From an optimization exercise on the open Yosys and OpenROAD flow, aimed at small area, a short achievable clock period and few clock cycles; shortcuts taken in it are not production practice. Function was checked by simulation only, so behaviour that the tests miss may differ from the original.

Setup of the reference run:
// mmm_r2mm_2n
module mmm_r2mm_2n
#(
    parameter K = 256
)
(
    input   wire            clk     ,
    input   wire            rst_n   ,
    input   wire [K-1  :0]  x       ,
    input   wire [K-1  :0]  y       ,
    input   wire [K-1  :0]  m       ,
    input   wire            req     ,
    output  wire [K-1  :0]  res     ,
    output  reg             val     
);
Size in the first run: roughly 1000 I/O pins, about 150000 µm² of cells after synthesis.
==> flow/config.mk <==
export PLATFORM = sky130hd
export DESIGN_NAME = mmm_r2mm_2n
export DESIGN_NICKNAME = mmm_r2mm_2n
export VERILOG_FILES = /design/flow/design.v
export SDC_FILE = /design/flow/constraint.sdc
export NUM_CORES = 8
export LEC_CHECK = 0
export CAP_MARGIN = 20
export CELL_PAD_IN_SITES_DETAIL_PLACEMENT = 1
export CORE_MARGIN = 2
export CORE_UTILIZATION = 55
export SETUP_SLACK_MARGIN = 2
export SLEW_MARGIN = 20
export SYNTH_HIERARCHICAL = 1
export SYNTH_MINIMUM_KEEP_SIZE = 0
export TNS_END_PERCENT = 25
==> flow/constraint.sdc <==
create_clock -name core_clock -period 30.0 [get_ports {clk}]
set_input_delay 6.0000 -clock core_clock [delete_from_list [all_inputs] [get_ports {clk}]]
set_output_delay 6.0000 -clock core_clock [all_outputs]
set_load 0.01 [all_outputs]
standard.sh (not shown) runs the stock make flow with config.mk's settings and CLKGATE_MAP_FILE= SYNTH_SCRIPT=/design/flow/synth_recipe.tcl, a recipe that flattens the netlist after the stock synthesis.
==> flow/flow/run.sh <==
#!/bin/bash
set -uo pipefail
bash standard.sh SETUP_SLACK_MARGIN=22.5 MATCH_CELL_FOOTPRINT=0 \
  'BUFFER_PORTS_ARGS=-buffer_cell sky130_fd_sc_hd__buf_2' finish > standard_flow.log 2>&1
The reference run reached the final stage; the timing, DRC and antenna checks on its layout passed.
Testbench counts of the reference run, summed over its fixed seeds: cycles 34,568.
> inputs changed (the reference run -> the trial run)
diff --git a/flow/design.v b/flow/design.v
--- a/flow/design.v
+++ b/flow/design.v
@@ -378,15 +378,15 @@
 );
 localparam KD = 8;
 localparam SW = 265;
 reg  [255:0]  Yr, Mr;
 reg  [SW-1:0] Sr, Cr;
 reg           cinr;
-reg  [31:0]   sel;
+wire [31:0]   sel;
 reg  [5:0]    cnt;
-reg           s32;
+wire           s32;
 wire [SW-1:0] ns, nc;
 wire ncin;
 wire idle  = (cnt == 6'd0);
 wire start = req & idle;
 wire it    = (cnt != 6'd0) && (cnt <= 6'd33);
 wire f1    = (cnt == 6'd34);
@@ -404,13 +404,17 @@
     for (i = 1; i < 32; i = i + 1) begin
         xn = xn | ({KD{sel[i]}} & x[i*KD +: KD]);
         if (i < 31) mn = mn | ({KD{sel[i+1]}} & Mr[i*KD +: KD]);
         else mn = mn | ({KD{s32}} & Mr[i*KD +: KD]);
     end
 end
-always @(posedge clk) s32 <= it & sel[31];
+genvar gs;
+generate for (gs = 0; gs < 32; gs = gs + 1) begin : g_sel
+    assign sel[gs] = (cnt == gs - 1);
+end endgenerate
+assign s32 = (cnt == 6'd31);
 reg          s255, bor, ptop;
 always @(posedge clk) s255 <= x[255];
 reg [31:0] xg, xgn;
 always @* begin
     xgn = {32{1'b0}};
     xgn[7:0] = xgn[7:0] | ({KD{sel[1]}} & x[15:8]);
@@ -453,17 +457,12 @@
 wire [KD:0] be = {dd[KD-1:0], ~idle & ptop};
 always @(posedge clk) begin bor <= dd[KD]; ptop <= dd[KD-1]; end
 wire [3:0] bo_0, bt_0, bn_0;
 mmm_bd u_bd0 (.clk(clk), .d(be), .one(bo_0), .two(bt_0), .neg(bn_0));
 wire [3:0] bo_1, bt_1, bn_1;
 mmm_bd u_bd1 (.clk(clk), .d(be), .one(bo_1), .two(bt_1), .neg(bn_1));
-always @(posedge clk) begin
-    if (start) sel <= {{29{1'b0}}, 3'b100};
-    else if (it) sel <= {sel[30:0], 1'b0};
-    else sel <= {{30{1'b0}}, 2'b10};
-end
 wire [2047:0] pq;
 genvar gj;
 generate for (gj = 0; gj < KD; gj = gj + 1) begin : g_pp
     assign pq[gj*256+0 +: 256] = ~({256{q_0[gj]}} & Mr[255:0]);
 end endgenerate
 wire [1027:0] px;
## What came out
- Of the trial run and the reference run, it is the trial run that has the lower mean area per synthesized cell.
- In the metrics for the trial run and the reference run, the one carrying the higher worst setup slack is the trial run.
- reg2out as the start-to-end type of the worst setup path was reported by the trial run, and in2reg by the reference run.
- Changes observed in the trial run relative to the reference run: sequential share of layout area lost 0.39 points, synthesized cell count roughly the same, area added between synthesis and finish barely changed.
- Fill cell instance count of the final layout for the trial run: 157 down relative to the reference run
- Re number of buffers added by the clock tree synthesis step: the trial run and the reference run aren't equal, and the higher value belongs to the trial run.
Testbench counts of the trial run, summed over its fixed seeds: cycles 34,568.

========
## main
RTL: one of the versions met above, not the one the previous note started from.
For scale: about 14000 cells after synthesis, ~150000 µm² of cells after synthesis.
Settings: LEC_CHECK=0, CAP_MARGIN=20, CELL_PAD_IN_SITES_DETAIL_PLACEMENT=1, CORE_MARGIN=2, CORE_UTILIZATION=55, GPL_ROUTABILITY_DRIVEN=0, SETUP_SLACK_MARGIN=2, SLEW_MARGIN=20, SYNTH_HIERARCHICAL=1, SYNTH_MINIMUM_KEEP_SIZE=0, TNS_END_PERCENT=40; clock period 30.0 ns.
Scripts as last shown in full above: flow/flow/run.sh
main finished all stages; the layout is clean.
Testbench counts of main, summed over its fixed seeds: cycles 34,568.
Input changes introduced in the feature branch (baseline for comparison: main):
--- a/flow/design.v
+++ b/flow/design.v
@@ -375,21 +375,21 @@
     input   wire            req     ,
     output  wire [K-1  :0]  res     ,
     output  reg             val     
 );
 localparam KD = 8;
 localparam SW = 265;
 reg  [255:0]  Yr, Mr;
 reg  [SW-1:0] Sr, Cr;
 reg           cinr;
-wire [31:0]   sel;
+reg  [31:0]   sel;
 reg  [5:0]    cnt;
-wire           s32;
+reg           s32;
 wire [SW-1:0] ns, nc;
 wire ncin;
 wire idle  = (cnt == 6'd0);
 wire start = req & idle;
 wire it    = (cnt != 6'd0) && (cnt <= 6'd33);
 wire f1    = (cnt == 6'd34);
 wire f2    = (cnt == 6'd35);
 wire clr   = idle | f2;
 always @(posedge clk) begin Mr <= m; end
@@ -401,23 +401,19 @@
 reg [KD-1:0] xn, mn;
 always @* begin
     xn = {KD{1'b0}}; mn = {KD{1'b0}};
     for (i = 1; i < 32; i = i + 1) begin
         xn = xn | ({KD{sel[i]}} & x[i*KD +: KD]);
         if (i < 31) mn = mn | ({KD{sel[i+1]}} & Mr[i*KD +: KD]);
         else mn = mn | ({KD{s32}} & Mr[i*KD +: KD]);
     end
 end
-genvar gs;
-generate for (gs = 0; gs < 32; gs = gs + 1) begin : g_sel
-    assign sel[gs] = (cnt == gs - 1);
-end endgenerate
-assign s32 = (cnt == 6'd31);
+always @(posedge clk) s32 <= it & sel[31];
 reg          s255, bor, ptop;
 always @(posedge clk) s255 <= x[255];
 reg [31:0] xg, xgn;
 always @* begin
     xgn = {32{1'b0}};
     xgn[7:0] = xgn[7:0] | ({KD{sel[1]}} & x[15:8]);
     xgn[7:0] = xgn[7:0] | ({KD{sel[2]}} & x[23:16]);
     xgn[7:0] = xgn[7:0] | ({KD{sel[3]}} & x[31:24]);
     xgn[7:0] = xgn[7:0] | ({KD{sel[4]}} & x[39:32]);
@@ -454,18 +450,23 @@
 wire [KD:0] dp = {1'b0, xd} - {1'b0, mn & {KD{s255}}} - {{KD{1'b0}}, bor};
 wire [KD:0] d0 = {1'b0, x[KD-1:0]} - {1'b0, m[KD-1:0] & {KD{x[255]}}};
 wire [KD:0] dd = idle ? d0 : dp;
 wire [KD:0] be = {dd[KD-1:0], ~idle & ptop};
 always @(posedge clk) begin bor <= dd[KD]; ptop <= dd[KD-1]; end
 wire [3:0] bo_0, bt_0, bn_0;
 mmm_bd u_bd0 (.clk(clk), .d(be), .one(bo_0), .two(bt_0), .neg(bn_0));
 wire [3:0] bo_1, bt_1, bn_1;
 mmm_bd u_bd1 (.clk(clk), .d(be), .one(bo_1), .two(bt_1), .neg(bn_1));
+always @(posedge clk) begin
+    if (start) sel <= {{29{1'b0}}, 3'b100};
+    else if (it) sel <= {sel[30:0], 1'b0};
+    else sel <= {{30{1'b0}}, 2'b10};
+end
 wire [2047:0] pq;
 genvar gj;
 generate for (gj = 0; gj < KD; gj = gj + 1) begin : g_pp
     assign pq[gj*256+0 +: 256] = ~({256{q_0[gj]}} & Mr[255:0]);
 end endgenerate
 wire [1027:0] px;
 wire [3:0] pxn, pxs;
 wire [256:0] y1 = {1'b0, Yr};
 wire [256:0] y2 = {Yr, 1'b0};
==> comparison <==
| final clock period utilization by the worst path | main vs the feature branch | ≈ equal |
Per the comparison of the feature branch with main, via count went down; HPWL after detailed placement went up; number of rows in the core area went up; data arrival at the endpoint of the critical path went up.
Compared the feature branch against main; number of instances in the placed design within noise.
The feature branch: path depth of the worst reg2reg path about 14% below main
Aggregate routed wire length across main and the feature branch: no real change.
Testbench counts of the feature branch, summed over its fixed seeds: cycles 34,568.

[afterwards: timing with drivers on the ports]
The flow's constraints put no driver on any port. The routed layouts listed below were extracted and timed again, unchanged, in two steps. Step 1 assumes that a clkbuf_16 drives the clock port and a buf_2 every other input. Step 2, shift: input delay + t, output delay - t, t = (earliest + latest rising clock arrival at the registers) / 2. This alone moves slack from input paths to output paths. Three values: ideal, step 1, step 2; two values: the first two.
run	t (ns)	setup slack, ns	clock arrival spread, ns
the reference run	1.016	22.321 / 22.207 / 21.385	0.046 / 0.046
the trial run	0.992	22.337 / 22.224 / 21.528	0.057 / 0.057
main	0.996	22.312 / 22.190 / 21.689	0.063 / 0.063
the feature branch	1.024	22.308 / 22.194 / 21.354	0.053 / 0.053
After both steps every run listed still meets setup and hold. The setup slack of the feature branch, which loses most, moves by -0.114 ns with the drivers and by -0.954 ns with both steps.
